Context: an optimization exercise on an open-source flow, tuned for small area. The choices shown serve that exercise and are no tape-out recipe.
In this exercise RTL edits were held to simulation tests only and were not proved equivalent to the original.
Power figures rest on the tool's default switching activity, not on a simulated workload.

Design ALU, start of the top module:
module ALU (
input             clk               ,   
input             rst_n             ,   
input             dcd_req           ,   
input      [3:0]  dcd_opcode        ,   
input      [11:0] dcd_mem_addr      ,   
input      [2:0]  dcd_src_reg_1_addr,   
input      [2:0]  dcd_src_reg_2_addr,   
input      [2:0]  dcd_dst_reg_addr  ,   
input      [15:0] dcd_const         ,   
output reg        dcd_ack           ,   
input      [31:0] data_mem_rd_data  ,   
output reg        data_mem_cen      ,   
output            data_mem_rw       ,   
output     [11:0] data_mem_addr     ,   
output     [31:0] data_mem_rw_data  ,   
input      [15:0] reg_0_rd_data     ,   
input             reg_0_ack         ,   
output reg        reg_0_req         ,   
output            reg_0_rw          ,   
output reg [2:0]  reg_0_addr        ,   
input      [15:0] reg_1_rd_data     ,   
input             reg_1_ack         ,   
output reg        reg_1_req         ,   
output reg        reg_1_rw          ,   
output     [2:0]  reg_1_addr        ,   
output reg [15:0] reg_1_wr_data     ,   
output reg        pc_jump_req       ,   
output     [11:0] pc_jump_addr          
);
export LEC_CHECK = 0
export CAP_MARGIN = 0
export CORE_MARGIN = 2
export CORE_UTILIZATION = 40
export SLEW_MARGIN = 0
create_clock -name core_clock -period 5.0 [get_ports {clk}]
standard.sh (not shown) runs the stock make flow with config.mk's settings and CLKGATE_MAP_FILE= SYNTH_SCRIPT=/design/flow/synth_recipe.tcl, a recipe that flattens the netlist after the stock synthesis.
==> flow/flow/run.sh <==
#!/bin/bash
# Standard ORFS layout, with the smallest buffer (buf_1) used for the port buffers.
set -euo pipefail
export BUFFER_PORTS_ARGS="-buffer_cell sky130_fd_sc_hd__buf_1"
bash standard.sh > standard_flow.log 2>&1
Edit:
==> flow/flow/run.sh (replaced) <==
#!/bin/bash
# Standard ORFS layout with two changes: the smallest buffer (buf_1) for the
# port buffers, and an area-oriented ABC mapping script for synthesis.
set -euo pipefail
cp -r "$FLOW_HOME/scripts" ./orfs_scripts
cp flow/abc.script ./orfs_scripts/abc_speed.script
export SCRIPTS_DIR="$PWD/orfs_scripts"
export BUFFER_PORTS_ARGS="-buffer_cell sky130_fd_sc_hd__buf_1"
bash standard.sh > standard_flow.log 2>&1
==> flow/flow/abc.script (new file) <==
&get -n
&st
&dch
&nf
&st
&syn2
&dch -f
&nf -R 1000
&st
&dch -f
&nf -R 1000
&put
Settings changed: CAP_MARGIN 0 to 20, SLEW_MARGIN 0 to 20.
After rerunning: The changed run ran to the end with no violations. Design area went down by 0.49%. Routed wire length went down by 3.0%. Die area went down by 4.4%. First-iteration DRC count went up by 9.0%. Combinational power went down by about 3%. Global-route usage went up by 0.46 points. Total power went down by 1.6%. Sequential cell count does not change. Final cell count barely changes. Non-clock buffer count went up by 5. Core utilization went up by 2.4 points.
Edit:
==> flow/flow/run.sh (replaced) <==
#!/bin/bash
# Standard ORFS layout, with the smallest buffer (buf_1) used for the port buffers.
set -euo pipefail
export BUFFER_PORTS_ARGS="-buffer_cell sky130_fd_sc_hd__buf_1"
export REMOVE_ABC_BUFFERS=1
export GPL_TIMING_DRIVEN=0
bash standard.sh > standard_flow.log 2>&1
removed: flow/flow/abc.script
What happened:
- The new run finished with timing, DRC and antenna clean
- worst hold slack is worse by 9.3 ps
- die area grows by 4.6%
- wire length came out higher by 7.8%
- count of clock-buffer cells in the layout stays the same
Edit:
==> flow/flow/run.sh (replaced) <==
#!/bin/bash
# Standard ORFS layout with two changes: the smallest buffer (buf_1) for the
# port buffers, and an area-oriented ABC mapping script for synthesis.
set -euo pipefail
cp -r "$FLOW_HOME/scripts" ./orfs_scripts
cp flow/abc.script ./orfs_scripts/abc_speed.script
export SCRIPTS_DIR="$PWD/orfs_scripts"
export BUFFER_PORTS_ARGS="-buffer_cell sky130_fd_sc_hd__buf_1"
bash standard.sh > standard_flow.log 2>&1
==> flow/flow/abc.script (new file) <==
&get -n
&st
&dch
&nf
&st
&syn2
&if -g -K 6
&synch2
&nf
&st
&dch -f
&nf -R 1000
&st
&dch -f
&nf -R 1000
&put
What happened: Design area goes down by about 3%; core utilization goes up by 1.7 points; routed wire length goes down by about 6%; hold slack is better by 35 ps; total power goes down by 2.1%; sequential power stays flat; non-clock buffer count goes up by 8; die area goes down by about 6%; cell count goes down by 3.4%.

---

The RTL this note starts from:
==> flow/design.v <==
module ALU (
input             clk               ,   
input             rst_n             ,   
input             dcd_req           ,   
input      [3:0]  dcd_opcode        ,   
input      [11:0] dcd_mem_addr      ,   
input      [2:0]  dcd_src_reg_1_addr,   
input      [2:0]  dcd_src_reg_2_addr,   
input      [2:0]  dcd_dst_reg_addr  ,   
input      [15:0] dcd_const         ,   
output reg        dcd_ack           ,   
input      [31:0] data_mem_rd_data  ,   
output reg        data_mem_cen      ,   
output            data_mem_rw       ,   
output     [11:0] data_mem_addr     ,   
output     [31:0] data_mem_rw_data  ,   
input      [15:0] reg_0_rd_data     ,   
input             reg_0_ack         ,   
output reg        reg_0_req         ,   
output            reg_0_rw          ,   
output reg [2:0]  reg_0_addr        ,   
input      [15:0] reg_1_rd_data     ,   
input             reg_1_ack         ,   
output reg        reg_1_req         ,   
output reg        reg_1_rw          ,   
output     [2:0]  reg_1_addr        ,   
output reg [15:0] reg_1_wr_data     ,   
output reg        pc_jump_req       ,   
output     [11:0] pc_jump_addr          
);
wire [3:0] op = dcd_opcode;
wire op_alu = op[2];                               
reg  sub_q;                                        
reg  dcd_req_delay;                                
wire alu_start = dcd_req & ~dcd_req_delay;         
assign data_mem_addr    = dcd_mem_addr;
assign pc_jump_addr     = dcd_mem_addr;
assign data_mem_rw      = ~op[1];
assign data_mem_rw_data = {16'h0000, reg_1_wr_data};    
assign reg_0_rw         = 1'b1;
assign reg_1_addr       = reg_1_rw ? dcd_src_reg_2_addr : dcd_dst_reg_addr;
wire eq = (dcd_const == reg_0_rd_data);
wire        sub = sub_q;                          
wire [15:0] a   = reg_0_rd_data;
wire [15:0] b   = reg_1_rd_data ^ {16{sub}};
wire [16:0] c;           
wire [15:0] s0;          
wire [15:0] s;
genvar i;
generate for (i = 0; i < 16; i = i + 1) begin : g_add
  wire ci = (i == 0) ? sub : (i == 7) ? 1'b0 : c[i];
  assign s0[i]  = a[i] ^ b[i] ^ ci;
  assign c[i+1] = (a[i] & b[i]) | (a[i] & ci) | (b[i] & ci);
end endgenerate
assign s[6:0] = s0[6:0];
wire k7 = c[7];
wire [9:0] t1;       
assign t1[0] = 1'b1;
assign t1[1] = t1[0] & s0[7];
assign t1[2] = t1[1] & s0[8];
assign t1[3] = t1[2] & s0[9];
assign t1[4] = t1[3] & s0[10];
assign t1[5] = t1[4] & s0[11];
assign t1[6] = t1[5] & s0[12];
assign t1[7] = t1[6] & s0[13];
assign t1[8] = t1[7] & s0[14];
assign t1[9] = t1[8] & s0[15];
assign s[15:7] = s0[15:7] ^ ({9{k7}} & t1[8:0]);
wire [15:0] logic_res = (a & reg_1_rd_data) | ({16{op[0]}} & (a | reg_1_rd_data));    
wire [15:0] alu_res   = op[1] ? logic_res : s;
always @(posedge clk or negedge rst_n)
if (~rst_n) begin
  dcd_req_delay <= 1'b0;
  data_mem_cen  <= 1'b0;
  reg_0_req     <= 1'b0;
  reg_1_req     <= 1'b0;
  reg_1_rw      <= 1'b0;
  pc_jump_req   <= 1'b0;
  dcd_ack       <= 1'b0;
end else begin
  dcd_req_delay <= dcd_req;
  data_mem_cen  <= (alu_start & ~op[3] & ~op[2] & ~(op[1] ^ op[0]))
                 | (reg_0_ack & ~op[2] & op[1] & ~op[0]);
  reg_0_req     <= ~reg_0_ack & (reg_0_req | (alu_start & (op[2] | (op[1] & ~op[0]) | (op[3] & op[0]))));
  reg_1_req     <= reg_1_ack ? reg_1_rw
                 : (reg_1_req | (alu_start & (op[2] | (~op[3] & ~op[1] & op[0]))) | (reg_1_rw & ~op[2]));
  reg_1_rw      <= alu_start ? op_alu
                 : op[2] ? (reg_1_rw & ~reg_1_ack) : (data_mem_cen & ~op[1]);
  pc_jump_req   <= (alu_start & op[3] & ~op[0]) | (reg_0_ack & op[3] & op[0] & eq);
  dcd_ack       <= (~reg_1_rw & reg_1_ack) | (op[1] & data_mem_cen)
                 | (alu_start & op[3] & ~op[0]) | (reg_0_ack & op[3] & op[0]);
end
always @(posedge clk) begin
  reg_0_addr <= dcd_src_reg_1_addr;
  sub_q      <= op[2] & ~op[1] & op[0];
end
wire sel_alu  = op[2] & reg_1_rw;
wire sel_hold = op[2] & ~reg_1_rw;
wire sel_c    = ~op[2] & op[0];
wire sel_m    = ~op[2] & ~op[1] & ~op[0];
wire sel_r    = ~op[2] & op[1] & ~op[0];
always @(posedge clk)
  reg_1_wr_data <= ({16{sel_alu}}  & alu_res)
                 | ({16{sel_hold}} & reg_1_wr_data)
                 | ({16{sel_c}}    & dcd_const)
                 | ({16{sel_m}}    & data_mem_rd_data[15:0])
                 | ({16{sel_r}}    & reg_0_rd_data);
endmodule  
==> flow/config.mk <==
export PLATFORM = sky130hd
export DESIGN_NAME = ALU
export DESIGN_NICKNAME = ALU
export VERILOG_FILES = /design/flow/design.v
export SDC_FILE = /design/flow/constraint.sdc
export NUM_CORES = 4
export LEC_CHECK = 0
export CAP_MARGIN = 20
export CORE_MARGIN = 2
export CORE_UTILIZATION = 40
export PLACE_DENSITY = 0.8
export SLEW_MARGIN = 20
==> flow/constraint.sdc <==
create_clock -name core_clock -period 5.0 [get_ports {clk}]
set_input_delay 1.0000 -clock core_clock [delete_from_list [all_inputs] [get_ports {clk}]]
set_output_delay 1.0000 -clock core_clock [all_outputs]
set_load 0.01 [all_outputs]
==> flow/flow/run.sh <==
#!/bin/bash
# Standard ORFS layout (the standard.sh) with these changes:
# - an area-oriented ABC mapping script for synthesis (flow/abc.script, used in
#   place of ORFS's abc_speed.script in a copy of ORFS's scripts folder);
# - the smallest buffer (buf_1) for the port buffers;
# - the synthesis buffers are removed at floorplan, and global placement is not
#   timing-driven;
# - the constant outputs keep synthesis's single tie cell per value (no
#   repair_tie_fanout);
# - CTS inserts no dummy loads.
set -euo pipefail
cp -r "$FLOW_HOME/scripts" ./orfs_scripts
cp flow/abc.script ./orfs_scripts/abc_speed.script
export SCRIPTS_DIR="$PWD/orfs_scripts"
export BUFFER_PORTS_ARGS="-buffer_cell sky130_fd_sc_hd__buf_1"
export REMOVE_ABC_BUFFERS=1
export GPL_TIMING_DRIVEN=0
export SKIP_REPAIR_TIE_FANOUT=1
export CTS_ARGS="-sink_clustering_enable -repair_clock_nets -dont_use_dummy_load"
bash standard.sh > standard_flow.log 2>&1
==> flow/flow/abc.script <==
&get -n
&st
&dch
&nf
&st
&syn2
&if -g -K 6
&synch2
&nf
&st
&dch -f
&nf -R 1000
&st
&dch -f
&nf -R 1000
&put
The first run finished clean.
Rerun with:
--- a/flow/config.mk
+++ b/flow/config.mk
@@ -9,4 +9,3 @@
 export CORE_MARGIN = 2
-export CORE_UTILIZATION = 40
-export PLACE_DENSITY = 0.8
+export CORE_UTILIZATION = 55
 export SLEW_MARGIN = 20
The changed run ran to the end with no violations.
Wire length went down by 4.9%.
Die area went down by 26%.
Non-clock buffer count is unchanged.
Via count went down by 1.9%.
Setup slack gets better by 72 ps.
Final area went down by 1.5%.
Rerun with:
--- a/flow/config.mk
+++ b/flow/config.mk
@@ -9,3 +9,3 @@
 export CORE_MARGIN = 2
-export CORE_UTILIZATION = 55
+export CORE_UTILIZATION = 40
 export SLEW_MARGIN = 20
=> Sequential share of layout area decreases by 0.25 points. Utilization decreases by 15 points. Combinational power is about the same. Global-route usage decreases by 7.0 points. Setup slack loses 22 ps. Final cell count increases by 5.3%. Total power stays flat. Worst hold slack loses 3.8 ps. First-iteration DRC count increases by 49%. Area after synthesis is unchanged. Register-to-register slack loses 80 ps.

[afterwards: timing with drivers on the ports]
In the flow no input, the clock included, has a driving cell. The finished layouts below were timed again as built, in two steps. Step 1 (the two cells are an assumption about what drives the block):
set clk [get_ports {clk}]
set_driving_cell -lib_cell sky130_fd_sc_hd__clkbuf_16 $clk
set_driving_cell -lib_cell sky130_fd_sc_hd__buf_2 [delete_from_list [all_inputs] $clk]
Step 2 moves the port delays by t, midway between the first and last clock arrival at a register: inputs arrive t later, outputs are due t later. That takes back most of the time a late clock gives input paths. Slacks: no drivers / after step 1 / after step 2; pairs: no drivers / after step 1.
run	shift t [ns]	setup WS [ns]	hold slack, ns	clock arrival spread, ns
the first run of note 1	0.303	0.412 / 0.415 / 0.112	0.412 / 0.412 / 0.412	0.006 / 0.006
the second run of note 1	0.306	0.317 / 0.320 / 0.014	0.427 / 0.427 / 0.427	0.003 / 0.004
the third run of note 1	0.307	0.297 / 0.257 / -0.050	0.418 / 0.418 / 0.418	0.007 / 0.006
the fourth run of note 1	0.309	0.334 / 0.341 / 0.032	0.453 / 0.453 / 0.453	0.002 / 0.002
the first run of note 2	0.307	0.212 / 0.199 / -0.108	0.520 / 0.520 / 0.520	0.018 / 0.018
the second run of note 2	0.305	0.284 / 0.286 / -0.020	0.511 / 0.511 / 0.511	0.003 / 0.003
the third run of note 2	0.303	0.262 / 0.252 / -0.052	0.508 / 0.508 / 0.508	0.013 / 0.013
Met with ideal ports but missed after step 2: setup timing in the third run of note 1, the first run of note 2, the second run of note 2 and the third run of note 2. The setup slack of the third run of note 1, which loses most, moves by -0.040 ns with the drivers and by -0.347 ns with both steps.
